Context: an optimization exercise on an open-source flow, tuned for small area, a short achievable clock period and few clock cycles per item. The choices shown serve that exercise and are no tape-out recipe. In this exercise RTL edits were held to simulation tests only and were not proved equivalent to the original.

[flow/constraint.sdc]
create_clock -name core_clock -period 8.0 [get_ports {clk_in}]
set_input_delay 1.6000 -clock core_clock [delete_from_list [all_inputs] [get_ports {clk_in}]]
set_output_delay 1.6000 -clock core_clock [all_outputs]
set_load 0.01 [all_outputs]
[flow/config.mk]
export PLATFORM = sky130hd
export DESIGN_NAME = decipher
export DESIGN_NICKNAME = decipher
export VERILOG_FILES = /design/flow/design.v
export SDC_FILE = /design/flow/constraint.sdc
export NUM_CORES = 4
export LEC_CHECK = 0
export CAP_MARGIN = 20
export CORE_MARGIN = 2
export CORE_UTILIZATION = 40
export SLEW_MARGIN = 20
[flow/design.v]
`timescale 1ns / 1ps
`default_nettype none
function automatic [3:0] g4inv(input [3:0] x);
    case (x)
        4'd0: g4inv = 4'd0;
        4'd1: g4inv = 4'd1;
        4'd2: g4inv = 4'd9;
        4'd3: g4inv = 4'd14;
        4'd4: g4inv = 4'd13;
        4'd5: g4inv = 4'd11;
        4'd6: g4inv = 4'd7;
        4'd7: g4inv = 4'd6;
        4'd8: g4inv = 4'd15;
        4'd9: g4inv = 4'd2;
        4'd10: g4inv = 4'd12;
        4'd11: g4inv = 4'd5;
        4'd12: g4inv = 4'd10;
        4'd13: g4inv = 4'd4;
        4'd14: g4inv = 4'd3;
        4'd15: g4inv = 4'd8;
        default: g4inv = 4'd0;
    endcase
endfunction
function automatic [7:0] sbox(input [7:0] x);
    logic [125:0] t;
    begin
        t[0] = x[1] ^ x[7];
        t[1] = x[2] ^ x[3];
        t[2] = x[4] ^ x[5];
        t[3] = x[6] ^ t[0];
        t[4] = x[0] ^ t[1];
        t[5] = x[6] ^ t[2];
        t[6] = x[0] ^ x[5];
        t[7] = x[5] ^ t[1];
        t[8] = x[3] ^ t[3];
        t[9] = x[3] ^ x[6];
        t[10] = t[4] ^ t[5];
        t[11] = x[0] ^ x[2];
        t[12] = x[1] ^ x[5];
        t[13] = x[2] ^ x[5];
        t[14] = x[4] ^ x[6];
        t[15] = x[5] ^ x[7];
        t[16] = x[0] ^ t[2];
        t[17] = x[2] ^ t[0];
        t[18] = x[3] ^ t[2];
        t[19] = x[5] ^ t[0];
        t[20] = x[7] ^ t[1];
        t[21] = x[7] ^ t[2];
        t[22] = x[7] ^ t[9];
        t[23] = t[0] ^ t[2];
        t[24] = t[9] ^ t[12];
        t[25] = x[1] ^ t[5];
        t[26] = x[4] ^ t[3];
        t[27] = x[6] ^ t[4];
        t[28] = x[7] ^ t[7];
        t[29] = t[0] ^ t[7];
        t[30] = t[3] ^ t[6];
        t[31] = t[3] ^ t[13];
        t[32] = t[6] ^ t[17];
        t[33] = t[14] ^ t[20];
        t[34] = x[4] ^ t[8];
        t[35] = x[5] ^ t[8];
        t[36] = x[7] ^ t[10];
        t[37] = t[33] & t[6];
        t[38] = t[28] & t[7];
        t[39] = t[5] & t[4];
        t[40] = t[25] & t[3];
        t[41] = t[15] & t[8];
        t[42] = t[26] & x[3];
        t[43] = t[29] & t[30];
        t[44] = t[1] & t[31];
        t[45] = t[19] & t[11];
        t[46] = t[37] ^ t[38];
        t[47] = t[39] ^ t[42];
        t[48] = t[40] ^ t[44];
        t[49] = t[43] ^ t[46];
        t[50] = t[37] ^ t[44];
        t[51] = t[41] ^ t[16];
        t[52] = t[42] ^ t[18];
        t[53] = t[45] ^ t[22];
        t[54] = t[23] ^ t[47];
        t[55] = t[46] ^ t[48];
        t[56] = t[47] ^ t[48];
        t[57] = t[49] ^ t[52];
        t[58] = t[49] ^ t[53];
        t[59] = t[50] ^ t[54];
        t[60] = t[51] ^ t[55];
        t[61] = t[56] ^ t[58];
        {t[65], t[64], t[63], t[62]} = g4inv({t[61], t[57], t[59], t[60]});
        t[66] = t[62] ^ t[63];
        t[67] = t[64] ^ t[65];
        t[68] = t[62] ^ t[64];
        t[69] = t[63] ^ t[65];
        t[70] = t[66] ^ t[67];
        t[71] = t[33] & t[62];
        t[72] = t[28] & t[63];
        t[73] = t[5] & t[66];
        t[74] = t[25] & t[64];
        t[75] = t[15] & t[65];
        t[76] = t[26] & t[67];
        t[77] = t[29] & t[68];
        t[78] = t[1] & t[69];
        t[79] = t[19] & t[70];
        t[80] = t[36] & t[62];
        t[81] = x[7] & t[63];
        t[82] = t[10] & t[66];
        t[83] = t[21] & t[64];
        t[84] = t[24] & t[65];
        t[85] = t[34] & t[67];
        t[86] = t[27] & t[68];
        t[87] = t[35] & t[69];
        t[88] = t[32] & t[70];
        t[89] = t[75] ^ t[77];
        t[90] = t[71] ^ t[78];
        t[91] = t[80] ^ t[83];
        t[92] = t[84] ^ t[87];
        t[93] = t[79] ^ t[89];
        t[94] = t[90] ^ t[91];
        t[95] = t[82] ^ t[86];
        t[96] = t[81] ^ t[92];
        t[97] = t[86] ^ t[92];
        t[98] = t[93] ^ t[94];
        t[99] = t[72] ^ t[74];
        t[100] = t[73] ^ t[76];
        t[101] = t[74] ^ t[76];
        t[102] = t[75] ^ t[85];
        t[103] = t[80] ^ t[88];
        t[104] = t[81] ^ t[87];
        t[105] = t[83] ^ t[85];
        t[106] = t[78] ^ t[89];
        t[107] = t[84] ^ t[95];
        t[108] = t[88] ^ t[99];
        t[109] = t[90] ^ t[95];
        t[110] = t[91] ^ t[101];
        t[111] = t[93] ^ t[100];
        t[112] = t[93] ^ t[104];
        t[113] = t[94] ^ t[102];
        t[114] = t[96] ^ t[106];
        t[115] = t[97] ^ t[103];
        t[116] = t[97] ^ t[105];
        t[117] = t[96] ^ t[98];
        t[118] = t[98] ^ t[107];
        t[119] = t[108] ^ t[113];
        t[120] = t[109] ^ t[112];
        t[121] = t[110] ^ t[114];
        t[122] = ~t[117];
        t[123] = ~t[116];
        t[124] = ~t[120];
        t[125] = ~t[111];
        sbox = {t[119], t[125], t[124], t[118], t[121], t[115], t[123], t[122]};
    end
endfunction
function automatic [7:0] inv_sbox(input [7:0] x);
    logic [134:0] t;
    begin
        t[0] = x[4] ^ x[5];
        t[1] = x[1] ^ x[2];
        t[2] = x[0] ^ x[7];
        t[3] = x[3] ^ t[0];
        t[4] = x[4] ^ x[6];
        t[5] = x[7] ^ t[1];
        t[6] = x[6] ^ t[2];
        t[7] = t[0] ^ t[1];
        t[8] = x[1] ^ t[3];
        t[9] = x[0] ^ x[1];
        t[10] = x[0] ^ x[2];
        t[11] = x[2] ^ x[7];
        t[12] = x[3] ^ t[1];
        t[13] = x[0] ^ x[4];
        t[14] = x[0] ^ x[6];
        t[15] = x[5] ^ x[6];
        t[16] = x[1] ^ t[0];
        t[17] = x[1] ^ t[2];
        t[18] = x[1] ^ t[4];
        t[19] = x[2] ^ t[0];
        t[20] = x[3] ^ t[4];
        t[21] = x[3] ^ t[11];
        t[22] = x[4] ^ t[9];
        t[23] = x[5] ^ t[9];
        t[24] = x[5] ^ t[10];
        t[25] = t[0] ^ t[14];
        t[26] = t[1] ^ t[13];
        t[27] = t[2] ^ t[4];
        t[28] = t[11] ^ t[15];
        t[29] = x[2] ^ t[6];
        t[30] = x[6] ^ t[3];
        t[31] = x[6] ^ t[5];
        t[32] = t[0] ^ t[5];
        t[33] = t[2] ^ t[3];
        t[34] = t[2] ^ t[7];
        t[35] = t[2] ^ t[12];
        t[36] = t[3] ^ t[5];
        t[37] = t[4] ^ t[12];
        t[38] = t[6] ^ t[7];
        t[39] = t[10] ^ t[20];
        t[40] = x[6] ^ t[8];
        t[41] = t[6] ^ t[8];
        t[42] = ~t[5];
        t[43] = ~t[25];
        t[44] = ~t[3];
        t[45] = ~t[34];
        t[46] = ~t[0];
        t[47] = ~t[23];
        t[48] = ~x[1];
        t[49] = ~t[19];
        t[50] = ~t[40];
        t[51] = t[42] & t[46];
        t[52] = t[43] & t[47];
        t[53] = t[38] & t[22];
        t[54] = t[36] & t[16];
        t[55] = t[31] & t[26];
        t[56] = t[30] & t[24];
        t[57] = t[44] & t[48];
        t[58] = t[45] & t[49];
        t[59] = t[35] & t[7];
        t[60] = t[51] ^ t[52];
        t[61] = t[53] ^ t[56];
        t[62] = t[54] ^ t[58];
        t[63] = t[57] ^ t[60];
        t[64] = t[51] ^ t[58];
        t[65] = t[55] ^ t[50];
        t[66] = t[56] ^ t[41];
        t[67] = t[59] ^ t[37];
        t[68] = t[29] ^ t[61];
        t[69] = t[60] ^ t[62];
        t[70] = t[61] ^ t[62];
        t[71] = t[63] ^ t[66];
        t[72] = t[63] ^ t[67];
        t[73] = t[64] ^ t[68];
        t[74] = t[65] ^ t[69];
        t[75] = t[70] ^ t[72];
        {t[79], t[78], t[77], t[76]} = g4inv({t[75], t[71], t[73], t[74]});
        t[80] = t[76] ^ t[77];
        t[81] = t[78] ^ t[79];
        t[82] = t[76] ^ t[78];
        t[83] = t[77] ^ t[79];
        t[84] = t[80] ^ t[81];
        t[85] = t[42] & t[76];
        t[86] = t[43] & t[77];
        t[87] = t[38] & t[80];
        t[88] = t[36] & t[78];
        t[89] = t[31] & t[79];
        t[90] = t[30] & t[81];
        t[91] = t[44] & t[82];
        t[92] = t[45] & t[83];
        t[93] = t[35] & t[84];
        t[94] = t[32] & t[76];
        t[95] = t[18] & t[77];
        t[96] = t[28] & t[80];
        t[97] = t[21] & t[78];
        t[98] = t[27] & t[79];
        t[99] = t[39] & t[81];
        t[100] = t[8] & t[82];
        t[101] = t[17] & t[83];
        t[102] = t[33] & t[84];
        t[103] = t[88] ^ t[91];
        t[104] = t[96] ^ t[101];
        t[105] = t[86] ^ t[93];
        t[106] = t[94] ^ t[99];
        t[107] = t[103] ^ t[104];
        t[108] = t[85] ^ t[87];
        t[109] = t[90] ^ t[92];
        t[110] = t[95] ^ t[100];
        t[111] = t[97] ^ t[102];
        t[112] = t[105] ^ t[107];
        t[113] = t[87] ^ t[88];
        t[114] = t[92] ^ t[93];
        t[115] = t[95] ^ t[96];
        t[116] = t[97] ^ t[98];
        t[117] = t[89] ^ t[103];
        t[118] = t[89] ^ t[109];
        t[119] = t[99] ^ t[103];
        t[120] = t[104] ^ t[106];
        t[121] = t[104] ^ t[111];
        t[122] = t[105] ^ t[115];
        t[123] = t[106] ^ t[110];
        t[124] = t[108] ^ t[109];
        t[125] = t[113] ^ t[114];
        t[126] = t[107] ^ t[110];
        t[127] = t[108] ^ t[117];
        t[128] = t[116] ^ t[119];
        t[129] = t[120] ^ t[124];
        t[130] = t[123] ^ t[125];
        t[131] = t[106] ^ t[112];
        t[132] = t[111] ^ t[112];
        t[133] = t[118] ^ t[126];
        t[134] = t[122] ^ t[128];
        inv_sbox = {t[129], t[133], t[131], t[130], t[121], t[132], t[127], t[134]};
    end
endfunction
function automatic [7:0] xtime(input [7:0] a);
    xtime = {a[6:0], 1'b0} ^ (8'h1b & {8{a[7]}});
endfunction
function automatic [31:0] inv_mix_col(input [7:0] a0, input [7:0] a1, input [7:0] a2, input [7:0] a3);
    logic [7:0] u, v, b0, b1, b2, b3, t;
    begin
        u = xtime(xtime(a0 ^ a2));
        v = xtime(xtime(a1 ^ a3));
        b0 = a0 ^ u;
        b1 = a1 ^ v;
        b2 = a2 ^ u;
        b3 = a3 ^ v;
        t = b0 ^ b1 ^ b2 ^ b3;
        inv_mix_col = {b0 ^ t ^ xtime(b0 ^ b1),
                       b1 ^ t ^ xtime(b1 ^ b2),
                       b2 ^ t ^ xtime(b2 ^ b3),
                       b3 ^ t ^ xtime(b3 ^ b0)};
    end
endfunction
function automatic [7:0] rcon(input [3:0] i);
    case (i)
        4'd1: rcon = 8'h01;
        4'd2: rcon = 8'h02;
        4'd3: rcon = 8'h04;
        4'd4: rcon = 8'h08;
        4'd5: rcon = 8'h10;
        4'd6: rcon = 8'h20;
        4'd7: rcon = 8'h40;
        4'd8: rcon = 8'h80;
        4'd9: rcon = 8'h1b;
        4'd10: rcon = 8'h36;
        default: rcon = 8'h00;
    endcase
endfunction
function automatic [127:0] key_step(input [127:0] k, input [31:0] sw, input [7:0] rc);
    logic [7:0] w;
    begin
        for (int r = 0; r < 4; r++) begin
            w = k[127 - 8 * (4 * r) -: 8] ^ sw[31 - 8 * r -: 8] ^ (r == 0 ? rc : 8'h00);
            key_step[127 - 8 * (4 * r + 0) -: 8] = w;
            for (int c = 1; c < 4; c++) begin
                w = w ^ k[127 - 8 * (4 * r + c) -: 8];
                key_step[127 - 8 * (4 * r + c) -: 8] = w;
            end
        end
    end
endfunction
module decipher(
    input wire clk_in,
    input wire rst_in,
    input wire start,
    input wire [127:0] block_in,
    input wire [127:0] key_in,
    output logic [127:0] deciphered_block,
    output logic decipher_complete
);
    logic [127:0] state;     
    logic [127:0] key;       
    logic [31:0] sw;         
    logic [3:0] idx;         
    logic busy;              
    logic back;              
    logic last;              
    logic [127:0] kfwd;      
    logic [31:0] sx;         
    logic [31:0] so;         
    logic [127:0] krev;      
    always_comb begin
        kfwd = key_step(key, sw, rcon(idx + 4'd1));
        for (int r = 0; r < 4; r++) begin
            if (!busy)
                sx[31 - 8 * r -: 8] = key_in[127 - 8 * (4 * ((r + 1) % 4) + 3) -: 8];
            else if (!back)
                sx[31 - 8 * r -: 8] = kfwd[127 - 8 * (4 * ((r + 1) % 4) + 3) -: 8];
            else
                sx[31 - 8 * r -: 8] = key[127 - 8 * (4 * ((r + 1) % 4) + 3) -: 8]
                                    ^ key[127 - 8 * (4 * ((r + 1) % 4) + 2) -: 8];
            so[31 - 8 * r -: 8] = sbox(sx[31 - 8 * r -: 8]);
        end
        for (int r = 0; r < 4; r++) begin
            for (int c = 1; c < 4; c++)
                krev[127 - 8 * (4 * r + c) -: 8] = key[127 - 8 * (4 * r + c) -: 8] ^ key[127 - 8 * (4 * r + c - 1) -: 8];
            krev[127 - 8 * (4 * r) -: 8] = key[127 - 8 * (4 * r) -: 8] ^ so[31 - 8 * r -: 8]
                                          ^ (r == 0 ? rcon(idx) : 8'h00);
        end
    end
    logic [127:0] sub;       
    logic [127:0] mixed;
    always_comb begin
        for (int r = 0; r < 4; r++)
            for (int c = 0; c < 4; c++)
                sub[127 - 8 * (4 * r + c) -: 8] = inv_sbox(state[127 - 8 * (4 * r + (c + 4 - r) % 4) -: 8])
                                                 ^ key[127 - 8 * (4 * r + c) -: 8];
        for (int c = 0; c < 4; c++)
            {mixed[127 - 8 * (4 * 0 + c) -: 8], mixed[127 - 8 * (4 * 1 + c) -: 8],
             mixed[127 - 8 * (4 * 2 + c) -: 8], mixed[127 - 8 * (4 * 3 + c) -: 8]} =
                inv_mix_col(sub[127 - 8 * (4 * 0 + c) -: 8], sub[127 - 8 * (4 * 1 + c) -: 8],
                            sub[127 - 8 * (4 * 2 + c) -: 8], sub[127 - 8 * (4 * 3 + c) -: 8]);
    end
    assign deciphered_block = state;
    always_ff @(posedge clk_in) begin
        sw <= so;
        if (!busy)
            key <= key_in;
        else if (!back)
            key <= kfwd;
        else
            key <= krev;
        if (!busy)
            state <= block_in;
        else if (back)
            state <= last ? sub : mixed;
        else if (idx == 4'd8)
            state <= state ^ key_step(kfwd, so, rcon(4'd10));
        if (rst_in) begin
            busy <= 1'b0;
            decipher_complete <= 1'b0;
        end else begin
            decipher_complete <= 1'b0;
            if (!busy) begin
                if (start) begin
                    busy <= 1'b1;
                    back <= 1'b0;
                    last <= 1'b0;
                    idx <= 4'd0;
                end
            end else if (back) begin
                idx <= idx - 4'd1;
                last <= idx == 4'd1;
                if (last) begin
                    busy <= 1'b0;
                    decipher_complete <= 1'b1;
                end
            end else begin
                idx <= idx + 4'd1;
                if (idx == 4'd8)
                    back <= 1'b1;
            end
        end
    end
endmodule
`default_nettype wire
[flow/run.sh]
#!/bin/bash
# synth_recipe.tcl (not shown) runs the flow's synth.tcl, then flattens the netlist and writes it again
# the make line also repeats each setting of config.mk as NAME=value (left out here)
make -C /OpenROAD-flow-scripts/flow DESIGN_CONFIG=/design/flow/config.mk WORK_HOME=/design/flow/orfs CLKGATE_MAP_FILE= SYNTH_SCRIPT=/design/flow/synth_recipe.tcl finish
==> summary.txt, run 1 <==
arithmetic-cell share of the synthesized area counting full adders, half adders and majority gates - 0.0333
Sink Count - 304
Yosys cell types - 134
layout overhead on the synthesized area - 19.2%
CTS buffer count - 44
post-synthesis share of cell area spent on xor and xnor gates - 0.461
portion of the clock cycle consumed by the worst path in the final layout - 0.978
initial core utilization - 0.404
Synth Cell Area - 0.0658 mm2
Initial DRT Pass Iterations - 9
Core Footprint - 0.163 mm2
worst-path fanout max - 10
final antenna-violating net count - 0
main combinational cell family by area after synthesis - XOR/XNOR gates
Critical Path End Type - flip-flop
post-synthesis async set-or-reset flop share - 0
final number of setup-violating endpoints - 0
net count after synthesis - 8,021
largest buffer count on any clock path - 3
category of the critical setup timing path - reg -> reg
Max-cap violations - 0
count of vias placed by the detailed router - 60,500
Placed Cells - 10,500
actual transition at the worst max-transition pin - 1230 ps
flip-flop cell with the highest count after synthesis - sky130_fd_sc_hd__dfxtp_1
total of flip-flops plus latches after synthesis - 304
mux share of post-synthesis cell area - 0.0770
max-slew violations - 0
status - complete, no violations
clock tree from TritonCTS - yes
compound-cell area share of the yosys netlist - 0.149
global-route wire length before repair - 401,000 um
clock latency on the worst-skew pair - 640 ps
sequential element share of the synthesized area - 0.113
required time of the critical path - 8360 ps
peak clock frequency supported by timing - 128 MHz
Final Wtd Congestion - 1.04
vertical extent of the die - 409 um
worst slew margin relative to its limit - 0.179
Final #Nets - 8,788
final standard cell count with taps included and fillers excluded - 10,600
H-tree depth - 2
Post-DP Area - 0.0761 mm2
min cycle time layout - 7830 ps
global router's overall resource usage - 0.323
Fin. Hold Viols - 0
register-to-register setup slack - 170 ps
average detailed-routed wire length per instance - 26.7 um
number of vias per cell - 5.72
commonest cells after routing, fill and taps aside - sky130_fd_sc_hd__xnor2_1 (1,785), sky130_fd_sc_hd__buf_4 (751), sky130_fd_sc_hd__xor2_1 (679)
most common cell after layout, fill and taps aside - sky130_fd_sc_hd__xnor2_1
total DRC errors in the routed layout - 0
share of post-route cells with drive strength above 1 - 0.168
count of flip-flops with a built-in enable after synthesis - 134
GRT Residual Overflow - 0
instance count of the mapped netlist - 7,596
Syn. warnings - 1
post-synthesis simple-gate area fraction - 0.124
total number of placement rows - 148
Crit path arrival time - 8190 ps
number of design-rule violations left by the first detailed-router iteration - 7,330
pin count of the biggest net entering global routing - 73
number of antenna violations at the first check in global routing - 13
clk slew on worst S/H paths - 60 ps
die outline width - 409 um
die footprint - 0.168 mm2
cell area after layout - 0.0784 mm2
launching element type of the critical path - flip-flop
final setup skew - 24.4 ps
type of the most critical hold path - reg -> reg
placed wire-length estimate after detailed placement - 233,000 um
via count of the first global-routing pass - 57,000
I/O pins - 388
Clock Root Buffer - sky130_fd_sc_hd__clkbuf_16
post-detailed-routing wire length - 283,000 um
number of buffer cells added on primary ports - 387
synthesized area per cell - 8.66 um2
repair_timing:
action / CTS / global route
pin swaps: 0 / 9
hold buffers: 0 / 0
setup endpoints to repair: 10 / 102
gates resized for setup: 7 / 97
setup buffers: 0 / 15
cell type report:
type	instances	area [um2]
multi-input combinational	6619	56100
clock buffer	58	1240
fill	15800	84600
tap	2175	2720
antenna	3	7.51
inverter	248	936
timing repair buffer	1146	9670
clock inverter	23	218
sequential	304	7430
critical path: stages, from the launching register on:
cell and delay (ps):
sky130_fd_sc_hd__edfxtp_1 550, sky130_fd_sc_hd__xor2_2 320, sky130_fd_sc_hd__xnor3_2 570, sky130_fd_sc_hd__mux2_2 350, sky130_fd_sc_hd__xnor2_1 290, sky130_fd_sc_hd__nor2_1 110
sky130_fd_sc_hd__or2_2 350, sky130_fd_sc_hd__ha_1 340, sky130_fd_sc_hd__mux2_2 280, sky130_fd_sc_hd__mux2_2 380, sky130_fd_sc_hd__xnor2_2 290, sky130_fd_sc_hd__xnor2_1 140
sky130_fd_sc_hd__or4_1 510, sky130_fd_sc_hd__o211ai_1 140, sky130_fd_sc_hd__xnor2_1 330, sky130_fd_sc_hd__xor2_1 200, sky130_fd_sc_hd__buf_4 150, sky130_fd_sc_hd__xor2_1 300
sky130_fd_sc_hd__buf_4 210, sky130_fd_sc_hd__xnor2_1 90, sky130_fd_sc_hd__xnor2_1 420, sky130_fd_sc_hd__buf_4 230, sky130_fd_sc_hd__xnor2_1 130, sky130_fd_sc_hd__xnor2_1 160
sky130_fd_sc_hd__nor2_1 180, sky130_fd_sc_hd__a211oi_2 430, sky130_fd_sc_hd__nor2_1 80
path summary, 6_finish.rpt:
kind                  start   endpoint  depth (start not counted)
setup / recovery  state[31]  state[68]                         26
hold / removal       idx[0]     idx[0]                          1
setup reg to reg  state[31]  state[68]                         26
hold reg to reg      idx[0]     idx[0]                          1
stage by stage:
stage | util | hold slack, ps | setup TNS, ps | setup slack (ps)
6_report | 0.481 | 645 | 0 | 174
5_1_grt | 0.481 | 682 | -114 | -52.2
4_1_cts | 0.477 | 637 | 0 | 42.9
3_5_place_dp | 0.467 | 629 | -2420 | -567
3_3_place_gp | 0.467 | 619 | -764 | -508
2_1_floorplan | - | 620 | 0 | 645
cell usage after synthesis (40+ instances only):
| cell | count | share of area |
|---|---|---|
| sky130_fd_sc_hd__xnor2_2 | 88 | 0.022 |
| sky130_fd_sc_hd__a31oi_1 | 40 | 0.0038 |
| sky130_fd_sc_hd__xnor2_1 | 1826 | 0.24 |
| sky130_fd_sc_hd__nor2_1 | 479 | 0.027 |
| sky130_fd_sc_hd__mux2i_1 | 281 | 0.043 |
| sky130_fd_sc_hd__a211o_1 | 43 | 0.0057 |
| sky130_fd_sc_hd__nand3_1 | 116 | 0.0088 |
| sky130_fd_sc_hd__edfxtp_1 | 134 | 0.061 |
| sky130_fd_sc_hd__nor2b_1 | 75 | 0.0071 |
| sky130_fd_sc_hd__xnor3_1 | 187 | 0.064 |
| sky130_fd_sc_hd__xor3_1 | 57 | 0.021 |
| sky130_fd_sc_hd__dfxtp_1 | 170 | 0.052 |
| sky130_fd_sc_hd__a21oi_1 | 309 | 0.024 |
| sky130_fd_sc_hd__o21ai_0 | 230 | 0.018 |
| sky130_fd_sc_hd__and2_1 | 78 | 0.0074 |
| sky130_fd_sc_hd__nor3_1 | 137 | 0.010 |
| sky130_fd_sc_hd__mux2_2 | 158 | 0.027 |
| sky130_fd_sc_hd__a211oi_1 | 83 | 0.0095 |
| sky130_fd_sc_hd__nand2_1 | 441 | 0.025 |
| sky130_fd_sc_hd__ha_1 | 166 | 0.032 |
| sky130_fd_sc_hd__o22ai_1 | 62 | 0.0059 |
| sky130_fd_sc_hd__xor2_1 | 693 | 0.092 |
| sky130_fd_sc_hd__buf_2 | 161 | 0.012 |
| sky130_fd_sc_hd__o211ai_1 | 110 | 0.013 |
| sky130_fd_sc_hd__or3_1 | 57 | 0.0054 |
| sky130_fd_sc_hd__clkbuf_1 | 188 | 0.011 |
| sky130_fd_sc_hd__o221ai_1 | 51 | 0.0068 |
| sky130_fd_sc_hd__nand2b_1 | 51 | 0.0049 |
| sky130_fd_sc_hd__buf_1 | 44 | 0.0025 |
| sky130_fd_sc_hd__inv_1 | 231 | 0.013 |
| sky130_fd_sc_hd__and3_1 | 55 | 0.0052 |
state kept, by name (all words and copies together) (netlist names), named ones only:
| name | cells |
|---|---|
| back | 1 |
| busy | 1 |
| decipher_complete | 1 |
| idx | 4 |
| key | 128 |
| last | 1 |
| state | 128 |
| sw | 32 |
routing by layer:
layer | part of all wire | vias to the layer above | global-route usage
li1 | - | 27700 | -
met1 | 0.42 | 29500 | 0.443
met2 | 0.43 | 2807 | 0.493
met3 | 0.090 | 457 | 0.0533
met4 | 0.056 | 6 | 0.151
met5 | 0.00013 | - | 0
cells by family (layout without fill, tap and decap cells):
group                      count (synthesis)  count (layout)
other                                      0               3
and+or+nand+nor                         1683            1683
adders and majority gates                177             177
buffers and inverters                    673            1475
xor gates and xnor gates                2911            2911
DFF                                      304             304
muxes                                    466             466
AOI/OAI and AO/OA                       1382            1382
Testbench counts, summed over its fixed seeds: cycles 5,376, blocks 256.
==> run 2: changes to the inputs <==
--- a/flow/design.v
+++ b/flow/design.v
@@ -289,37 +289,197 @@
     end
 endfunction
-function automatic [7:0] xtime(input [7:0] a);
-    xtime = {a[6:0], 1'b0} ^ (8'h1b & {8{a[7]}});
-endfunction
 function automatic [31:0] inv_mix_col(input [7:0] a0, input [7:0] a1, input [7:0] a2, input [7:0] a3);
-    logic [7:0] u, v, b0, b1, b2, b3, t;
+    logic [181:0] t;
     begin
-        u = xtime(xtime(a0 ^ a2));
-        v = xtime(xtime(a1 ^ a3));
-        b0 = a0 ^ u;
-        b1 = a1 ^ v;
-        b2 = a2 ^ u;
-        b3 = a3 ^ v;
-        t = b0 ^ b1 ^ b2 ^ b3;
-        inv_mix_col = {b0 ^ t ^ xtime(b0 ^ b1),
-                       b1 ^ t ^ xtime(b1 ^ b2),
-                       b2 ^ t ^ xtime(b2 ^ b3),
-                       b3 ^ t ^ xtime(b3 ^ b0)};
+        t[0] = a0[5] ^ a2[5];
+        t[1] = a1[5] ^ a3[5];
+        t[2] = a0[6] ^ a2[6];
+        t[3] = a1[6] ^ a3[6];
+        t[4] = a0[3] ^ a1[7];
+        t[5] = a0[7] ^ a2[7];
+        t[6] = a2[3] ^ a3[7];
+        t[7] = a0[0] ^ a2[0];
+        t[8] = a0[1] ^ a2[1];
+        t[9] = a0[2] ^ a2[2];
+        t[10] = a0[4] ^ a2[4];
+        t[11] = a1[0] ^ a3[0];
+        t[12] = a1[1] ^ a3[1];
+        t[13] = a1[2] ^ a3[2];
+        t[14] = a1[3] ^ a3[3];
+        t[15] = a1[4] ^ a3[4];
+        t[16] = a1[7] ^ a3[7];
+        t[17] = a0[7] ^ a3[3];
+        t[18] = a1[3] ^ a2[7];
+        t[19] = a0[0] ^ a1[7];
+        t[20] = a0[7] ^ a2[0];
+        t[21] = a1[0] ^ a2[7];
+        t[22] = a0[0] ^ a2[7];
+        t[23] = a0[1] ^ a1[1];
+        t[24] = a0[1] ^ a1[2];
+        t[25] = a0[1] ^ a3[0];
+        t[26] = a0[2] ^ a1[2];
+        t[27] = a0[2] ^ a2[1];
+        t[28] = a0[2] ^ a2[3];
+        t[29] = a0[3] ^ a1[2];
+        t[30] = a0[4] ^ a1[4];
+        t[31] = a0[4] ^ a1[5];
+        t[32] = a0[5] ^ a1[5];
+        t[33] = a0[5] ^ a1[6];
+        t[34] = a0[5] ^ a2[4];
+        t[35] = a0[6] ^ a1[6];
+        t[36] = a0[6] ^ a1[7];
+        t[37] = a0[6] ^ a2[5];
+        t[38] = a0[7] ^ a1[0];
+        t[39] = a0[7] ^ a1[1];
+        t[40] = a0[7] ^ a2[2];
+        t[41] = a0[7] ^ a2[6];
+        t[42] = a1[1] ^ a2[1];
+        t[43] = a1[4] ^ a2[4];
+        t[44] = a1[5] ^ a2[5];
+        t[45] = a1[6] ^ a2[6];
+        t[46] = a1[7] ^ a2[7];
+        t[47] = a2[0] ^ a3[1];
+        t[48] = t[0] ^ t[1];
+        t[49] = t[2] ^ t[3];
+        t[50] = t[2] ^ t[8];
+        t[51] = t[3] ^ t[12];
+        t[52] = t[4] ^ t[6];
+        t[53] = t[5] ^ t[14];
+        t[54] = t[7] ^ t[11];
+        t[55] = t[9] ^ t[13];
+        t[56] = t[10] ^ t[15];
+        t[57] = a3[2] ^ t[4];
+        t[58] = t[0] ^ t[16];
+        t[59] = t[1] ^ t[5];
+        t[60] = t[2] ^ t[11];
+        t[61] = t[2] ^ t[15];
+        t[62] = t[3] ^ t[7];
+        t[63] = t[3] ^ t[10];
+        t[64] = t[5] ^ t[9];
+        t[65] = t[6] ^ t[17];
+        t[66] = t[7] ^ t[13];
+        t[67] = t[8] ^ t[9];
+        t[68] = t[10] ^ t[12];
+        t[69] = a0[4] ^ t[15];
+        t[70] = a1[4] ^ t[4];
+        t[71] = a1[7] ^ t[20];
+        t[72] = a2[1] ^ t[19];
+        t[73] = a2[2] ^ t[16];
+        t[74] = a2[2] ^ t[29];
+        t[75] = a2[4] ^ t[4];
+        t[76] = a2[5] ^ t[1];
+        t[77] = a2[6] ^ t[32];
+        t[78] = a2[7] ^ t[6];
+        t[79] = a2[7] ^ t[35];
+        t[80] = a3[0] ^ t[19];
+        t[81] = a3[0] ^ t[46];
+        t[82] = a3[1] ^ t[11];
+        t[83] = a3[1] ^ t[16];
+        t[84] = a3[2] ^ t[11];
+        t[85] = a3[4] ^ t[0];
+        t[86] = a3[4] ^ t[1];
+        t[87] = a3[4] ^ t[6];
+        t[88] = a3[5] ^ t[0];
+        t[89] = a3[5] ^ t[33];
+        t[90] = a3[5] ^ t[37];
+        t[91] = a3[6] ^ t[36];
+        t[92] = a3[6] ^ t[41];
+        t[93] = a3[6] ^ t[44];
+        t[94] = a3[7] ^ t[20];
+        t[95] = a3[7] ^ t[21];
+        t[96] = a3[7] ^ t[22];
+        t[97] = a3[7] ^ t[38];
+        t[98] = a3[7] ^ t[45];
+        t[99] = t[13] ^ t[17];
+        t[100] = t[13] ^ t[18];
+        t[101] = t[14] ^ t[26];
+        t[102] = t[14] ^ t[40];
+        t[103] = t[15] ^ t[18];
+        t[104] = t[18] ^ t[28];
+        t[105] = t[48] ^ t[50];
+        t[106] = t[48] ^ t[51];
+        t[107] = t[49] ^ t[55];
+        t[108] = t[52] ^ t[53];
+        t[109] = t[48] ^ t[60];
+        t[110] = t[48] ^ t[62];
+        t[111] = t[49] ^ t[64];
+        t[112] = t[49] ^ t[66];
+        t[113] = t[54] ^ t[57];
+        t[114] = t[56] ^ t[58];
+        t[115] = t[56] ^ t[59];
+        t[116] = t[21] ^ t[72];
+        t[117] = t[23] ^ t[73];
+        t[118] = t[24] ^ t[82];
+        t[119] = t[25] ^ t[94];
+        t[120] = t[27] ^ t[83];
+        t[121] = t[30] ^ t[52];
+        t[122] = t[31] ^ t[53];
+        t[123] = t[34] ^ t[52];
+        t[124] = t[39] ^ t[80];
+        t[125] = t[42] ^ t[84];
+        t[126] = t[43] ^ t[53];
+        t[127] = t[47] ^ t[95];
+        t[128] = t[54] ^ t[65];
+        t[129] = t[54] ^ t[78];
+        t[130] = t[61] ^ t[89];
+        t[131] = t[61] ^ t[93];
+        t[132] = t[63] ^ t[77];
+        t[133] = t[63] ^ t[90];
+        t[134] = t[65] ^ t[67];
+        t[135] = t[67] ^ t[75];
+        t[136] = t[68] ^ t[70];
+        t[137] = t[68] ^ t[87];
+        t[138] = t[69] ^ t[106];
+        t[139] = t[71] ^ t[109];
+        t[140] = t[74] ^ t[106];
+        t[141] = t[76] ^ t[107];
+        t[142] = t[79] ^ t[114];
+        t[143] = t[81] ^ t[110];
+        t[144] = t[85] ^ t[107];
+        t[145] = t[86] ^ t[107];
+        t[146] = t[88] ^ t[107];
+        t[147] = t[91] ^ t[115];
+        t[148] = t[92] ^ t[114];
+        t[149] = t[96] ^ t[109];
+        t[150] = t[97] ^ t[110];
+        t[151] = t[98] ^ t[115];
+        t[152] = t[99] ^ t[105];
+        t[153] = t[100] ^ t[105];
+        t[154] = t[101] ^ t[105];
+        t[155] = t[102] ^ t[105];
+        t[156] = t[103] ^ t[106];
+        t[157] = t[104] ^ t[106];
+        t[158] = t[105] ^ t[124];
+        t[159] = t[105] ^ t[127];
+        t[160] = t[106] ^ t[116];
+        t[161] = t[106] ^ t[119];
+        t[162] = t[108] ^ t[130];
+        t[163] = t[108] ^ t[131];
+        t[164] = t[108] ^ t[132];
+        t[165] = t[108] ^ t[133];
+        t[166] = t[111] ^ t[118];
+        t[167] = t[111] ^ t[125];
+        t[168] = t[112] ^ t[117];
+        t[169] = t[112] ^ t[120];
+        t[170] = t[113] ^ t[155];
+        t[171] = t[113] ^ t[157];
+        t[172] = t[121] ^ t[141];
+        t[173] = t[122] ^ t[144];
+        t[174] = t[123] ^ t[145];
+        t[175] = t[126] ^ t[146];
+        t[176] = t[128] ^ t[140];
+        t[177] = t[129] ^ t[154];
+        t[178] = t[134] ^ t[138];
+        t[179] = t[135] ^ t[156];
+        t[180] = t[136] ^ t[152];
+        t[181] = t[137] ^ t[153];
+        inv_mix_col = {{t[142], t[164], t[172], t[179], t[177], t[168], t[160], t[139]}, {t[151], t[163], t[175], t[181], t[176], t[167], t[159], t[143]}, {t[148], t[165], t[174], t[178], t[170], t[169], t[161], t[149]}, {t[147], t[162], t[173], t[180], t[171], t[166], t[158], t[150]}};
     end
 endfunction
-function automatic [7:0] rcon(input [3:0] i);
-    case (i)
-        4'd1: rcon = 8'h01;
-        4'd2: rcon = 8'h02;
-        4'd3: rcon = 8'h04;
-        4'd4: rcon = 8'h08;
-        4'd5: rcon = 8'h10;
-        4'd6: rcon = 8'h20;
-        4'd7: rcon = 8'h40;
-        4'd8: rcon = 8'h80;
-        4'd9: rcon = 8'h1b;
-        4'd10: rcon = 8'h36;
-        default: rcon = 8'h00;
-    endcase
+function automatic [7:0] xtime(input [7:0] a);
+    xtime = {a[6:0], 1'b0} ^ (8'h1b & {8{a[7]}});
+endfunction
+function automatic [7:0] inv_xtime(input [7:0] a);
+    inv_xtime = {1'b0, a[7:1]} ^ (8'h8d & {8{a[0]}});
 endfunction
 function automatic [127:0] key_step(input [127:0] k, input [31:0] sw, input [7:0] rc);
@@ -349,4 +509,5 @@
     logic [31:0] sw;         
     logic [3:0] idx;         
+    logic [7:0] rc;          
     logic busy;              
     logic back;              
@@ -357,5 +518,5 @@
     logic [127:0] krev;      
     always_comb begin
-        kfwd = key_step(key, sw, rcon(idx + 4'd1));
+        kfwd = key_step(key, sw, rc);
         for (int r = 0; r < 4; r++) begin
             if (!busy)
@@ -372,5 +533,16 @@
                 krev[127 - 8 * (4 * r + c) -: 8] = key[127 - 8 * (4 * r + c) -: 8] ^ key[127 - 8 * (4 * r + c - 1) -: 8];
             krev[127 - 8 * (4 * r) -: 8] = key[127 - 8 * (4 * r) -: 8] ^ so[31 - 8 * r -: 8]
-                                          ^ (r == 0 ? rcon(idx) : 8'h00);
+                                          ^ (r == 0 ? rc : 8'h00);
+        end
+    end
+    logic [127:0] k10_pre;
+    always_comb begin
+        logic [7:0] w;
+        for (int r = 0; r < 4; r++) begin
+            w = (r == 0) ? 8'h36 : 8'h00;
+            for (int c = 0; c < 4; c++) begin
+                w = w ^ kfwd[127 - 8 * (4 * r + c) -: 8];
+                k10_pre[127 - 8 * (4 * r + c) -: 8] = state[127 - 8 * (4 * r + c) -: 8] ^ w;
+            end
         end
     end
@@ -392,4 +564,10 @@
         sw <= so;
         if (!busy)
+            rc <= 8'h01;
+        else if (back)
+            rc <= inv_xtime(rc);
+        else if (idx != 4'd8)
+            rc <= xtime(rc);
+        if (!busy)
             key <= key_in;
         else if (!back)
@@ -402,5 +580,5 @@
             state <= last ? sub : mixed;
         else if (idx == 4'd8)
-            state <= state ^ key_step(kfwd, so, rcon(4'd10));
+            state <= k10_pre ^ {{4{so[31:24]}}, {4{so[23:16]}}, {4{so[15:8]}}, {4{so[7:0]}}};
         if (rst_in) begin
             busy <= 1'b0;
==> flow/flow/run.sh (new file) <==
#!/bin/bash
# Own flow: the standard layout, except that synthesis maps the logic with an
# area-recovering ABC script (flow/abc_speed.script) in place of ORFS's abc_speed.script.
# Registers are mapped before ABC runs, so they are the standard synthesis's.
set -euo pipefail
here=$(pwd)
rm -rf "$here/scripts_synth"
cp -r "$FLOW_HOME/scripts" "$here/scripts_synth"
cp "$here/flow/abc_speed.script" "$here/scripts_synth/abc_speed.script"
SCRIPTS_DIR="$here/scripts_synth" bash standard.sh synth > "$here/synth.log" 2>&1
bash standard.sh > "$here/layout.log" 2>&1
test -f out/final.def
==> flow/flow/abc_speed.script (new file) <==
strash
&get -n
&fraig -x
&put
scorr
dc2
strash
&get -n
&dch -f
&nf -R 1000
&put
buffer -c
topo
stime -c
dnsize -c
==> flow/standard.sh (new file) <==
#!/bin/bash
# synth_recipe.tcl (not shown) runs the flow's synth.tcl, then flattens the netlist and writes it again
# the make line also repeats each setting of config.mk as NAME=value (left out here)
make -C /OpenROAD-flow-scripts/flow DESIGN_CONFIG=/design/flow/config.mk WORK_HOME=/design/flow/orfs CLKGATE_MAP_FILE= SYNTH_SCRIPT=/design/flow/synth_recipe.tcl "${@:-finish}"
removed: flow/run.sh
==> run 2 against run 1 <==
Core utilization rose by 0.25 points. Global-route usage decreased by 2.5 points. First-iteration DRC count shrank 51%. Fmax increased by 1.2%. Worst hold slack lost 100 ps. Sequential share of layout area up 3.3 points. Register-to-register slack improved by 90 ps. Critical path depth did not move. Via count is 29% lower. Critical endpoint is now state[9].
==> summary.txt, run 2 <==
max-slew violations - 0
placed wire-length estimate after detailed placement - 157,000 um
net count after synthesis - 6,386
Critical Path End Type - flip-flop
top-area cell type share of the netlist area - 0.403
clock tree from TritonCTS - yes
launching element type of the critical path - flip-flop
category of the critical setup timing path - reg -> reg
Post-CTS Repair Setup Buffers - 0
I/O pins - 388
unrepaired setup endpoints after global routing - true
GRT Residual Overflow - 0
final antenna-violating net count - 0
worst-path fanout max - 6
via count of the first global-routing pass - 41,400
CTS Hold Bufs - 0
Post-DP Area - 0.0563 mm2
most common cell after layout, fill and taps aside - sky130_fd_sc_hd__xnor2_1
Initial DRT Pass Iterations - 6
Sink Count - 304
Syn. warnings - 1
most common cell in the synthesized netlist - sky130_fd_sc_hd__xnor2_1
actual transition at the worst max-transition pin - 1100 ps
number of stages on the worst hold path - 2
H-tree depth - 2
layout overhead on the synthesized area - 20.1%
commonest cells after routing, fill and taps aside - sky130_fd_sc_hd__xnor2_1 (2,197), sky130_fd_sc_hd__xor2_1 (854), sky130_fd_sc_hd__nand2_1 (437)
Max-cap violations - 0
global router's overall resource usage - 0.298
CTS buffer count - 41
Crit path arrival time - 8210 ps
sequential element share of the synthesized area - 0.154
Core Footprint - 0.120 mm2
total DRC errors in the routed layout - 0
total of flip-flops plus latches after synthesis - 304
cell area after layout - 0.0579 mm2
R2R cell count - 26
Synth Cell Area - 0.0482 mm2
count of flip-flops with a built-in enable after synthesis - 134
initial core utilization - 0.402
die footprint - 0.123 mm2
Clock Root Buffer - sky130_fd_sc_hd__clkbuf_16
instance count of the mapped netlist - 6,017
required time of the critical path - 8480 ps
final number of setup-violating endpoints - 0
clk slew on worst S/H paths - 60 ps
worst slew margin relative to its limit - 0.266
synthesized area per cell - 8.01 um2
flip-flop cell with the highest count after synthesis - sky130_fd_sc_hd__dfxtp_1
number of buffer cells added on primary ports - 387
status - complete, no violations
min cycle time layout - 7740 ps
number of antenna violations at the first check in global routing - 0
global-route wire length before repair - 275,000 um
clock latency on the worst-skew pair - 620 ps
main area contributors after synthesis - sky130_fd_sc_hd__xnor2_1 (40%), sky130_fd_sc_hd__xor2_1 (16%), sky130_fd_sc_hd__edfxtp_1 (8.3%), sky130_fd_sc_hd__dfxtp_1 (7.1%), sky130_fd_sc_hd__o21ai_0 (3.6%)
total number of placement rows - 127
count of vias placed by the detailed router - 43,000
hold_ws - 541 ps
portion of the clock cycle consumed by the worst path in the final layout - 0.967
Final #Nets - 6,959
average detailed-routed wire length per instance - 23.1 um
number of design-rule violations left by the first detailed-router iteration - 3,601
Regs by FF count - key x128, state x128, sw x32
most instantiated cells after synthesis - sky130_fd_sc_hd__xnor2_1 (2,219), sky130_fd_sc_hd__xor2_1 (861), sky130_fd_sc_hd__nand2_1 (439)
peak clock frequency supported by timing - 129 MHz
final setup skew - 33.0 ps
largest buffer count on any clock path - 3
dominant cell type by area after synthesis - sky130_fd_sc_hd__xnor2_1
type of the most critical hold path - reg -> reg
Yosys cell types - 53
number of inserted filler cells in the final layout - 11,900
post-detailed-routing wire length - 190,000 um
number of vias per cell - 5.22
pin count of the biggest net entering global routing - 184
share of post-route cells with drive strength above 1 - 0.0840
Final Wtd Congestion - 0.993
die outline width - 351 um
vertical extent of the die - 351 um
post-synthesis async set-or-reset flop share - 0
Fin. Hold Viols - 0
## run 2: cell types whose count changed in the layout (fill, tap and decap cells not counted), moves of 74 or more
| cell | before | now |
|---|---|---|
| sky130_fd_sc_hd__xnor2_1 | 1785 | 2197 |
| sky130_fd_sc_hd__xnor3_1 | 181 | 0 |
| sky130_fd_sc_hd__o22a_1 | 12 | 130 |
| sky130_fd_sc_hd__nor3_1 | 133 | 22 |
| sky130_fd_sc_hd__mux2i_1 | 278 | 18 |
| sky130_fd_sc_hd__mux2_2 | 158 | 6 |
| sky130_fd_sc_hd__o21ai_0 | 225 | 345 |
| sky130_fd_sc_hd__nor2_1 | 474 | 376 |
| sky130_fd_sc_hd__xnor2_2 | 125 | 22 |
| sky130_fd_sc_hd__nand3_1 | 116 | 42 |
| sky130_fd_sc_hd__buf_4 | 751 | 424 |
| sky130_fd_sc_hd__o211ai_1 | 110 | 6 |
| sky130_fd_sc_hd__xor2_1 | 679 | 854 |
## run 2: final timing paths
check	to	slack [ps]	from
setup / recovery	state[9]	260	state[84]
setup reg to reg	state[9]	260	state[84]
hold reg to reg	rc[2]	540	rc[1]
hold / removal	rc[2]	540	rc[1]
## run 2: area by class of cell
class	count	area [um2]	share of cell area
multi-input cells	5267	39300	0.679
flip-flops and latches	304	7430	0.128
repair buffers	815	7140	0.123
well taps	1612	2020	0.0348
clock buffers	54	1220	0.0211
inverters	161	606	0.0105
clock inverters	21	159	0.00274
diodes	1	2.50	0.0000432
## run 2: per-layer routing
| layer | wire, um | track usage | up-vias |
|---|---|---|---|
| met1 | 80700 | 0.393 | 20600 |
| met2 | 87200 | 0.486 | 1535 |
| met4 | 9000 | 0.129 | 0 |
| met3 | 13300 | 0.0398 | 276 |
| li1 | - | - | 20600 |
| met5 | 0 | 0 | - |
## run 2: cell families after synthesis
group | share of synthesized area
buffers and inverters | 0.0350
and+or+nand+nor | 0.0976
adders and majority gates | 0.0298
xor gates and xnor gates | 0.560
AOI/OAI and AO/OA | 0.118
muxes | 0.00561
DFF | 0.154
## run 2: repair_timing
item / in CTS / in global routing
endpoints found under the setup margin: 0 / 87
hold endpoints to repair: 0 / 0
gates resized for setup: 0 / 30
## run 2: per-stage QoR
| step | util | setup WS, ps | setup TNS (ps) | std cells |
|---|---|---|---|---|
| floorplan | - | 806 | 0 | 6017 |
| global placement | 0.470 | 104 | 0 | 8159 |
| detailed placement | 0.470 | 103 | 0 | 8159 |
| CTS | 0.481 | 38.8 | 0 | 8234 |
| global route | 0.483 | -49.8 | -49.8 | 8234 |
| finish | 0.483 | 264 | 0 | 8235 |
## run 2: critical path: stages, from the launching register on
cell	delay, ps
sky130_fd_sc_hd__edfxtp_1	570
sky130_fd_sc_hd__xor2_1	440
sky130_fd_sc_hd__xnor2_1	270
sky130_fd_sc_hd__ha_1	340
sky130_fd_sc_hd__xnor2_1	270
sky130_fd_sc_hd__xnor2_1	120
sky130_fd_sc_hd__xnor2_1	160
sky130_fd_sc_hd__and2_1	190
sky130_fd_sc_hd__or3_1	450
sky130_fd_sc_hd__o21ai_0	250
sky130_fd_sc_hd__xor2_1	420
sky130_fd_sc_hd__xnor2_1	240
sky130_fd_sc_hd__nor2_1	120
sky130_fd_sc_hd__xnor2_1	400
sky130_fd_sc_hd__xor2_1	290
sky130_fd_sc_hd__xor2_1	390
sky130_fd_sc_hd__xnor2_1	250
sky130_fd_sc_hd__xor2_1	240
sky130_fd_sc_hd__xnor2_1	460
sky130_fd_sc_hd__buf_4	220
sky130_fd_sc_hd__xnor2_1	70
sky130_fd_sc_hd__buf_4	170
sky130_fd_sc_hd__xnor2_1	280
sky130_fd_sc_hd__o21ai_0	120
sky130_fd_sc_hd__buf_4	180
sky130_fd_sc_hd__a21oi_1	460
sky130_fd_sc_hd__o22a_1	240
Testbench counts of run 2, summed over its fixed seeds: cycles 5,376, blocks 256.
==> run 3: changes to the inputs <==
--- a/flow/config.mk
+++ b/flow/config.mk
@@ -9,3 +9,4 @@
 export CORE_MARGIN = 2
 export CORE_UTILIZATION = 40
+export SETUP_SLACK_MARGIN = 1.3
 export SLEW_MARGIN = 20
==> run 3 against run 2 <==
Still clean on timing, DRC and antenna. Via count grew 5.0%. Non-clock buffer count grew 275. Sequential share of layout area shrank 1.4 points. Core utilization grew 6.1 points. Fmax grew 18%. Clock skew grew 3.5 ps. Worst hold slack lost 9.4 ps. Highest routed layer is now met5. Count of clock-buffer cells in the layout grew 7. Critical endpoint is now state[108]. Final cell count grew 3.3%.
==> summary.txt, run 3 <==
global router's overall resource usage - 0.309
portion of the clock cycle consumed by the worst path in the final layout - 0.817
dominant cell type by area after synthesis - sky130_fd_sc_hd__xnor2_1
most common cell in the synthesized netlist - sky130_fd_sc_hd__xnor2_1
CTS Hold Bufs - 0
total number of placement rows - 127
met1 GRT Util - 0.398
post-detailed-routing wire length - 203,000 um
Syn. warnings - 1
Core Footprint - 0.120 mm2
layer with the highest usage - met2
I/O pins - 388
worst slew margin relative to its limit - 0.221
met2 Usage GRT - 0.499
CTS buffer count - 39
synthesized area per cell - 8.01 um2
hold path startpoint - rc[1]
worst-path fanout max - 6
pin count of the biggest net entering global routing - 101
number of vias per cell - 5.31
unrepaired setup endpoints after global routing - true
die outline width - 351 um
type of the most critical hold path - reg -> reg
commonest cells after routing, fill and taps aside - sky130_fd_sc_hd__xnor2_1 (1,868), sky130_fd_sc_hd__xor2_1 (704), sky130_fd_sc_hd__buf_4 (677)
sequential element share of the synthesized area - 0.154
share of post-route cells with drive strength above 1 - 0.210
placed wire-length estimate after detailed placement - 160,000 um
die footprint - 0.123 mm2
launching element type of the critical path - flip-flop
final setup skew - 36.5 ps
total of flip-flops plus latches after synthesis - 304
clock tree from TritonCTS - yes
number of buffer cells added on primary ports - 387
met3 track demand over resource - 0.0532
Crit path arrival time - 7020 ps
Initial DRT Pass Iterations - 7
count of flip-flops with a built-in enable after synthesis - 134
GRT Residual Overflow - 0
Final Wtd Congestion - 1.01
Synth Cell Area - 0.0482 mm2
max-slew violations - 0
status - complete, no violations
average detailed-routed wire length per instance - 23.8 um
H-tree depth - 2
Regs by FF count - key x128, state x128, sw x32
Max-cap violations - 0
Total Neg Setup Slack - 0 ps
total DRC errors in the routed layout - 0
final number of setup-violating endpoints - 0
final antenna-violating net count - 0
Clock Root Buffer - sky130_fd_sc_hd__clkbuf_16
Critical Path End Type - flip-flop
layout overhead on the synthesized area - 35.2%
most common cell after layout, fill and taps aside - sky130_fd_sc_hd__xnor2_1
clk slew on worst S/H paths - 70 ps
main area contributors after synthesis - sky130_fd_sc_hd__xnor2_1 (40%), sky130_fd_sc_hd__xor2_1 (16%), sky130_fd_sc_hd__edfxtp_1 (8.3%), sky130_fd_sc_hd__dfxtp_1 (7.1%), sky130_fd_sc_hd__o21ai_0 (3.6%)
category of the critical setup timing path - reg -> reg
Fin. Hold Viols - 0
Critical R2R Launch - state[0]
clock latency on the worst-skew pair - 620 ps
most instantiated cells after synthesis - sky130_fd_sc_hd__xnor2_1 (2,219), sky130_fd_sc_hd__xor2_1 (861), sky130_fd_sc_hd__nand2_1 (439)
Final #Nets - 7,232
instance count of the mapped netlist - 6,017
Sink Count - 304
flip-flop cell with the highest count after synthesis - sky130_fd_sc_hd__dfxtp_1
fraction of the core area covered by cells at the end of the flow - 0.544
post-synthesis async set-or-reset flop share - 0
vertical extent of the die - 351 um
net count after synthesis - 6,386
global-route wire length before repair - 283,000 um
required time of the critical path - 8480 ps
via count of the first global-routing pass - 43,000
top-area cell type share of the netlist area - 0.403
initial core utilization - 0.402
actual transition at the worst max-transition pin - 1170 ps
largest buffer count on any clock path - 3
count of vias placed by the detailed router - 45,100
peak clock frequency supported by timing - 153 MHz
Yosys cell types - 53
min cycle time layout - 6530 ps
number of design-rule violations left by the first detailed-router iteration - 4,013
number of antenna violations at the first check in global routing - 8
worst setup path startpoint - state[0]
==> run 3: cell counts after synthesis <==
No cell type changed its count.
==> run 3: metrics by stage <==
| stage | instances | worst slack [ps] | cell area (um2) | hold WS [ps] |
|---|---|---|---|---|
| 3_5_place_dp | 8146 | -71.5 | 56400 | 540 |
| 4_1_cts | 8291 | 1190 | 60500 | 553 |
| 5_1_grt | 8508 | 1160 | 65200 | 548 |
| 6_report | 8508 | 1470 | 65200 | 531 |
| 3_3_place_gp | 8146 | -97.4 | 56300 | 537 |
| 2_1_floorplan | 6017 | 1230 | 48400 | 477 |
==> run 3: worst max-delay path, cell delays in order (launching register included) <==
cell and delay, ps:
sky130_fd_sc_hd__edfxtp_1 490, sky130_fd_sc_hd__buf_4 230, sky130_fd_sc_hd__xnor2_1 290, sky130_fd_sc_hd__xor2_1 250, sky130_fd_sc_hd__nand2_1 130, sky130_fd_sc_hd__xor2_2 220, sky130_fd_sc_hd__xor2_1 290, sky130_fd_sc_hd__xnor2_2 190
sky130_fd_sc_hd__inv_1 170, sky130_fd_sc_hd__ha_1 220, sky130_fd_sc_hd__mux4_2 530, sky130_fd_sc_hd__xnor2_2 200, sky130_fd_sc_hd__nor2_1 210, sky130_fd_sc_hd__xor2_1 280, sky130_fd_sc_hd__xor2_1 130, sky130_fd_sc_hd__xnor2_1 720
sky130_fd_sc_hd__xnor2_1 290, sky130_fd_sc_hd__xor2_1 230, sky130_fd_sc_hd__xnor2_2 320, sky130_fd_sc_hd__buf_4 230, sky130_fd_sc_hd__xnor2_1 120, sky130_fd_sc_hd__o21ai_0 80, sky130_fd_sc_hd__a21oi_1 350, sky130_fd_sc_hd__o22a_1 200
==> run 3: kinds of logic after synthesis <==
| kind of cell | share of synthesized area |
|---|---|
| adders and majority gates | 0.0298 |
| xor gates and xnor gates | 0.560 |
| AOI/OAI and AO/OA | 0.118 |
| muxes | 0.00561 |
| and+or+nand+nor | 0.0976 |
| DFF | 0.154 |
| buffers and inverters | 0.0350 |
==> run 3: layout make-up <==
cell class	count	area, um2
Timing Repair Buffer	1090	9460
Sequential cell	304	7450
Antenna cell	2	5.00
Clock buffer	61	1210
Tap cell	1612	2020
Multi-Input combinational cell	5267	44300
Clock inverter	11	126
Inverter	161	608
Fill cell	11000	54600
==> run 3: final timing paths <==
| check | endpoint | slack [ps] | depth (start not counted) |
|---|---|---|---|
| worst max-delay path | state[108] | 1470 | 23 |
| worst min-delay path | rc[2] | 530 | 2 |
| worst max register to register | state[108] | 1470 | 23 |
| worst min register to register | rc[2] | 530 | 2 |
==> run 3: what timing repair did <==
item / 4_1_cts / 5_1_grt
buffers inserted: 72 / 211
cloned: 1 / 3
setup endpoints to repair: 150 / 154
pin swaps: 29 / 108
resized for setup: 316 / 422
==> run 3: routing by layer <==
layer  vias to the layer above  wire length [um]
li1                      21000                 -
met4                         4             12200
met1                     21800             81700
met3                       428             16300
met5                         -                29
met2                      1865             92300
==> run 4: changes to the inputs <==
--- a/flow/design.v
+++ b/flow/design.v
@@ -151,6 +151,6 @@
     end
 endfunction
-function automatic [7:0] inv_sbox(input [7:0] x);
-    logic [134:0] t;
+function automatic [7:0] inv_sbox_add(input [7:0] x, input [7:0] k);
+    logic [142:0] t;
     begin
         t[0] = x[4] ^ x[5];
@@ -265,26 +265,34 @@
         t[112] = t[105] ^ t[107];
         t[113] = t[87] ^ t[88];
-        t[114] = t[92] ^ t[93];
-        t[115] = t[95] ^ t[96];
-        t[116] = t[97] ^ t[98];
-        t[117] = t[89] ^ t[103];
-        t[118] = t[89] ^ t[109];
-        t[119] = t[99] ^ t[103];
-        t[120] = t[104] ^ t[106];
-        t[121] = t[104] ^ t[111];
-        t[122] = t[105] ^ t[115];
-        t[123] = t[106] ^ t[110];
-        t[124] = t[108] ^ t[109];
-        t[125] = t[113] ^ t[114];
-        t[126] = t[107] ^ t[110];
-        t[127] = t[108] ^ t[117];
-        t[128] = t[116] ^ t[119];
-        t[129] = t[120] ^ t[124];
-        t[130] = t[123] ^ t[125];
-        t[131] = t[106] ^ t[112];
-        t[132] = t[111] ^ t[112];
-        t[133] = t[118] ^ t[126];
-        t[134] = t[122] ^ t[128];
-        inv_sbox = {t[129], t[133], t[131], t[130], t[121], t[132], t[127], t[134]};
+        t[114] = t[89] ^ k[1];
+        t[115] = t[89] ^ k[6];
+        t[116] = t[92] ^ t[93];
+        t[117] = t[95] ^ t[96];
+        t[118] = t[97] ^ t[98];
+        t[119] = t[99] ^ k[0];
+        t[120] = k[2] ^ t[111];
+        t[121] = k[3] ^ t[104];
+        t[122] = k[4] ^ t[106];
+        t[123] = k[5] ^ t[106];
+        t[124] = k[7] ^ t[104];
+        t[125] = t[103] ^ t[105];
+        t[126] = t[103] ^ t[108];
+        t[127] = t[106] ^ t[108];
+        t[128] = t[109] ^ t[110];
+        t[129] = t[110] ^ t[113];
+        t[130] = t[117] ^ t[118];
+        t[131] = t[107] ^ t[115];
+        t[132] = t[109] ^ t[124];
+        t[133] = t[111] ^ t[121];
+        t[134] = t[114] ^ t[126];
+        t[135] = t[116] ^ t[122];
+        t[136] = t[119] ^ t[125];
+        t[137] = t[112] ^ t[120];
+        t[138] = t[112] ^ t[123];
+        t[139] = t[127] ^ t[132];
+        t[140] = t[128] ^ t[131];
+        t[141] = t[129] ^ t[135];
+        t[142] = t[130] ^ t[136];
+        inv_sbox_add = {t[139], t[140], t[138], t[141], t[133], t[137], t[134], t[142]};
     end
 endfunction
@@ -552,6 +560,6 @@
         for (int r = 0; r < 4; r++)
             for (int c = 0; c < 4; c++)
-                sub[127 - 8 * (4 * r + c) -: 8] = inv_sbox(state[127 - 8 * (4 * r + (c + 4 - r) % 4) -: 8])
-                                                 ^ key[127 - 8 * (4 * r + c) -: 8];
+                sub[127 - 8 * (4 * r + c) -: 8] = inv_sbox_add(state[127 - 8 * (4 * r + (c + 4 - r) % 4) -: 8],
+                                                               key[127 - 8 * (4 * r + c) -: 8]);
         for (int c = 0; c < 4; c++)
             {mixed[127 - 8 * (4 * 0 + c) -: 8], mixed[127 - 8 * (4 * 1 + c) -: 8],
@@ -560,4 +568,21 @@
                             sub[127 - 8 * (4 * 2 + c) -: 8], sub[127 - 8 * (4 * 3 + c) -: 8]);
     end
+    logic [127:0] rotated;
+    logic [127:0] state_rest;
+    logic [127:0] state_next;
+    always_comb begin
+        for (int r = 0; r < 4; r++)
+            for (int c = 0; c < 4; c++)
+                rotated[127 - 8 * (4 * r + c) -: 8] = state[127 - 8 * (4 * r + (c + 1) % 4) -: 8];
+        if (!busy)
+            state_rest = block_in;
+        else if (back)
+            state_rest = sub;
+        else if (idx == 4'd8)
+            state_rest = k10_pre ^ {{4{so[31:24]}}, {4{so[23:16]}}, {4{so[15:8]}}, {4{so[7:0]}}};
+        else
+            state_rest = rotated;
+        state_next = (busy & back & ~last) ? mixed : state_rest;
+    end
     assign deciphered_block = state;
     always_ff @(posedge clk_in) begin
@@ -575,10 +600,5 @@
         else
             key <= krev;
-        if (!busy)
-            state <= block_in;
-        else if (back)
-            state <= last ? sub : mixed;
-        else if (idx == 4'd8)
-            state <= k10_pre ^ {{4{so[31:24]}}, {4{so[23:16]}}, {4{so[15:8]}}, {4{so[7:0]}}};
+        state <= state_next;
         if (rst_in) begin
             busy <= 1'b0;
--- a/flow/config.mk
+++ b/flow/config.mk
@@ -9,4 +9,4 @@
 export CORE_MARGIN = 2
 export CORE_UTILIZATION = 40
-export SETUP_SLACK_MARGIN = 1.3
+export SETUP_SLACK_MARGIN = 1.5
 export SLEW_MARGIN = 20
==> run 4 against run 3 <==
Routed wire length rose by 11%. Sequential share of layout area fell by 1.7 points. Count of clock-buffer cells in the layout shrank 2. Fmax up 1.3%. Critical endpoint is now state[16]. Setup slack gained 86 ps. Sequential cell count unchanged. First-iteration DRC count is 35% higher. Synthesized cell count is 2.1% higher. Still clean on timing, DRC and antenna.
==> summary.txt, run 4 <==
total number of placement rows - 126
clock latency on the worst-skew pair - 610 ps
final number of setup-violating endpoints - 0
CTS buffer count - 41
Placed Cells - 8,245
die footprint - 0.122 mm2
die outline width - 350 um
status - complete, no violations
Total Neg Setup Slack - 0 ps
Max-cap violations - 0
number of vias per cell - 5.58
met1 GRT Util - 0.467
number of antenna violations at the first check in global routing - 5
actual transition at the worst max-transition pin - 1120 ps
Final Wtd Congestion - 1.04
Syn. warnings - 1
largest buffer count on any clock path - 3
initial core utilization - 0.404
CTS Hold Bufs - 0
count of flip-flops with a built-in enable after synthesis - 6
Crit path arrival time - 6910 ps
most common cell after layout, fill and taps aside - sky130_fd_sc_hd__xnor2_1
average detailed-routed wire length per instance - 26.5 um
most instantiated cells after synthesis - sky130_fd_sc_hd__xnor2_1 (2,140), sky130_fd_sc_hd__xor2_1 (860), sky130_fd_sc_hd__o21ai_0 (442)
GRT Residual Overflow - 0
layout overhead on the synthesized area - 33.7%
max-slew violations - 0
top-area cell type share of the netlist area - 0.392
unrepaired setup endpoints after global routing - true
capture point of the worst path - state[16]
largest stage delay on the critical path - 400 ps
final standard cell count with taps included and fillers excluded - 8,473
Core Footprint - 0.118 mm2
vertical extent of the die - 350 um
Critical R2R Launch - rc[4]
Critical Path End Type - flip-flop
worst setup path startpoint - rc[4]
final setup skew - 20.4 ps
global router's overall resource usage - 0.348
Yosys cell types - 59
fraction of the core area covered by cells at the end of the flow - 0.540
count of vias placed by the detailed router - 47,300
worst-path fanout max - 9
clock tree from TritonCTS - yes
R2R cell count - 32
dominant cell type by area after synthesis - sky130_fd_sc_hd__xnor2_1
register-to-register setup slack - 1550 ps
H-tree depth - 2
Sink Count - 304
Initial DRT Pass Iterations - 7
total of flip-flops plus latches after synthesis - 304
Final #Nets - 7,312
sequential element share of the synthesized area - 0.129
capture point of the worst reg-to-reg path - state[16]
main area contributors after synthesis - sky130_fd_sc_hd__xnor2_1 (39%), sky130_fd_sc_hd__xor2_1 (16%), sky130_fd_sc_hd__dfxtp_1 (12%), sky130_fd_sc_hd__o21ai_0 (4.6%), sky130_fd_sc_hd__ha_1 (3.9%)
via count of the first global-routing pass - 44,200
hold_ws - 548 ps
type of the most critical hold path - reg -> reg
launching element type of the critical path - flip-flop
peak clock frequency supported by timing - 155 MHz
Clock Root Buffer - sky130_fd_sc_hd__clkbuf_16
worst slew margin relative to its limit - 0.246
final antenna-violating net count - 0
post-synthesis async set-or-reset flop share - 0
Slowest cell on crit path - sky130_fd_sc_hd__dfxtp_2
I/O pins - 388
required time of the critical path - 8460 ps
number of design-rule violations left by the first detailed-router iteration - 5,419
commonest cells after routing, fill and taps aside - sky130_fd_sc_hd__xnor2_1 (1,820), sky130_fd_sc_hd__xor2_1 (710), sky130_fd_sc_hd__buf_4 (634)
share of post-route cells with drive strength above 1 - 0.202
number of buffer cells added on primary ports - 387
instance count of the mapped netlist - 6,146
met2 Usage GRT - 0.506
flip-flop cell with the highest count after synthesis - sky130_fd_sc_hd__dfxtp_1
total DRC errors in the routed layout - 0
number of inserted filler cells in the final layout - 10,900
most common cell in the synthesized netlist - sky130_fd_sc_hd__xnor2_1
cell repeated most along the worst path - sky130_fd_sc_hd__xnor2_2
net count after synthesis - 6,555
Synth Cell Area - 0.0478 mm2
portion of the clock cycle consumed by the worst path in the final layout - 0.806
post-detailed-routing wire length - 224,000 um
clk slew on worst S/H paths - 70 ps
pin count of the biggest net entering global routing - 141
met3 track demand over resource - 0.0840
placed wire-length estimate after detailed placement - 178,000 um
category of the critical setup timing path - reg -> reg
synthesized area per cell - 7.78 um2
min cycle time layout - 6450 ps
Fin. Hold Viols - 0
layer with the highest usage - met2
Regs by FF count - key x128, state x128, sw x32
global-route wire length before repair - 311,000 um
[run 4: layout make-up]
class	instances	area (um2)	share of cell area
Antenna cell	4	10.0	0.000157
Clock buffer	59	1250	0.0195
Clock inverter	14	184	0.00288
Inverter	145	551	0.00861
Multi-Input combinational cell	5374	44800	0.702
Sequential cell	304	6220	0.0974
Tap cell	1536	1920	0.0301
Timing Repair Buffer	1037	8920	0.140
[run 4: repair_timing]
action | CTS | global route
resized for setup | 302 | 462
pin swaps | 27 | 106
cloned | 1 | 0
setup buffers | 26 | 124
setup endpoints to repair | 177 | 159
[run 4: cell families (layout without fill, tap and decap cells)]
kind of cell | Yosys count | after routing | synth area share
XOR/XNOR | 3001 | 3001 | 0.550
multiplexers | 40 | 40 | 0.00945
other | 0 | 4 | 0
adder cells (fa/ha/maj) | 155 | 155 | 0.0403
buffers and inverters | 468 | 1255 | 0.0372
AO/OA/AOI/OAI | 1198 | 1198 | 0.148
AND/OR/NAND/NOR | 980 | 980 | 0.0861
flip-flops | 304 | 304 | 0.129
[run 4: worst min path at each step]
stage,from,end,cells after the start
final,key[53],key[53],1
after global routing,key[53],key[53],1
after CTS,key[49],key[49],1
after detailed placement,key[50],key[50],2
after global placement,rc[5],rc[6],2
after floorplan,last,busy,1
[run 4: routing by layer]
| layer | vias to the layer above | share of wire |
|---|---|---|
| met5 | - | 0.000058 |
| li1 | 21400 | - |
| met2 | 2724 | 0.41 |
| met1 | 22500 | 0.40 |
| met3 | 606 | 0.11 |
| met4 | 2 | 0.069 |
[run 4: worst max-delay path: cells and delay by family (launching register included)]
| family | cells | cell delay (ps) |
|---|---|---|
| AOI/OAI and AO/OA | 5 | 1090 |
| adders and majority gates | 1 | 190 |
| buffers and inverters | 5 | 880 |
| xor gates and xnor gates | 14 | 2970 |
| DFF | 1 | 400 |
| and+or+nand+nor | 7 | 760 |
[run 4: stage by stage]
| stage | instance area [um2] | setup slack [ps] |
|---|---|---|
| floorplan | 47900 | 1420 |
| global placement | 56300 | 323 |
| detailed placement | 56300 | 166 |
| CTS | 60000 | 1470 |
| global route | 63900 | 1160 |
| finish | 63900 | 1550 |
Testbench counts of run 4, summed over its fixed seeds: cycles 5,376, blocks 256.

what the ideal ports hide:
The results above use ideal ports. As a check the final layouts listed here were re-extracted and re-timed, cells and wires unchanged.
Step 1, drivers: a clkbuf_16 drives clk_in and a buf_2 each remaining input, both assumed.
Step 2 also shifts input and output timing later by t, the mid clock arrival at the registers, as if the neighbouring blocks saw the same clock.
Three values: ideal, step 1, step 2; two values: the first two.
run | shift t [ns] | setup slack, ns | worst register clock-pin slew, ns
run 1 | 0.711 | 0.174 / 0.174 / -0.353 | 0.08 / 0.08
run 2 | 0.680 | 0.264 / 0.264 / 0.227 | 0.08 / 0.08
run 3 | 0.673 | 1.466 / 1.466 / 0.896 | 0.07 / 0.07
run 4 | 0.676 | 1.552 / 1.552 / 0.954 | 0.07 / 0.07
With both steps, setup timing fails in run 1, where it was met with ideal ports. The setup slack of run 4, which loses most, moves by 0.000 ns with the drivers and by -0.598 ns with both steps.
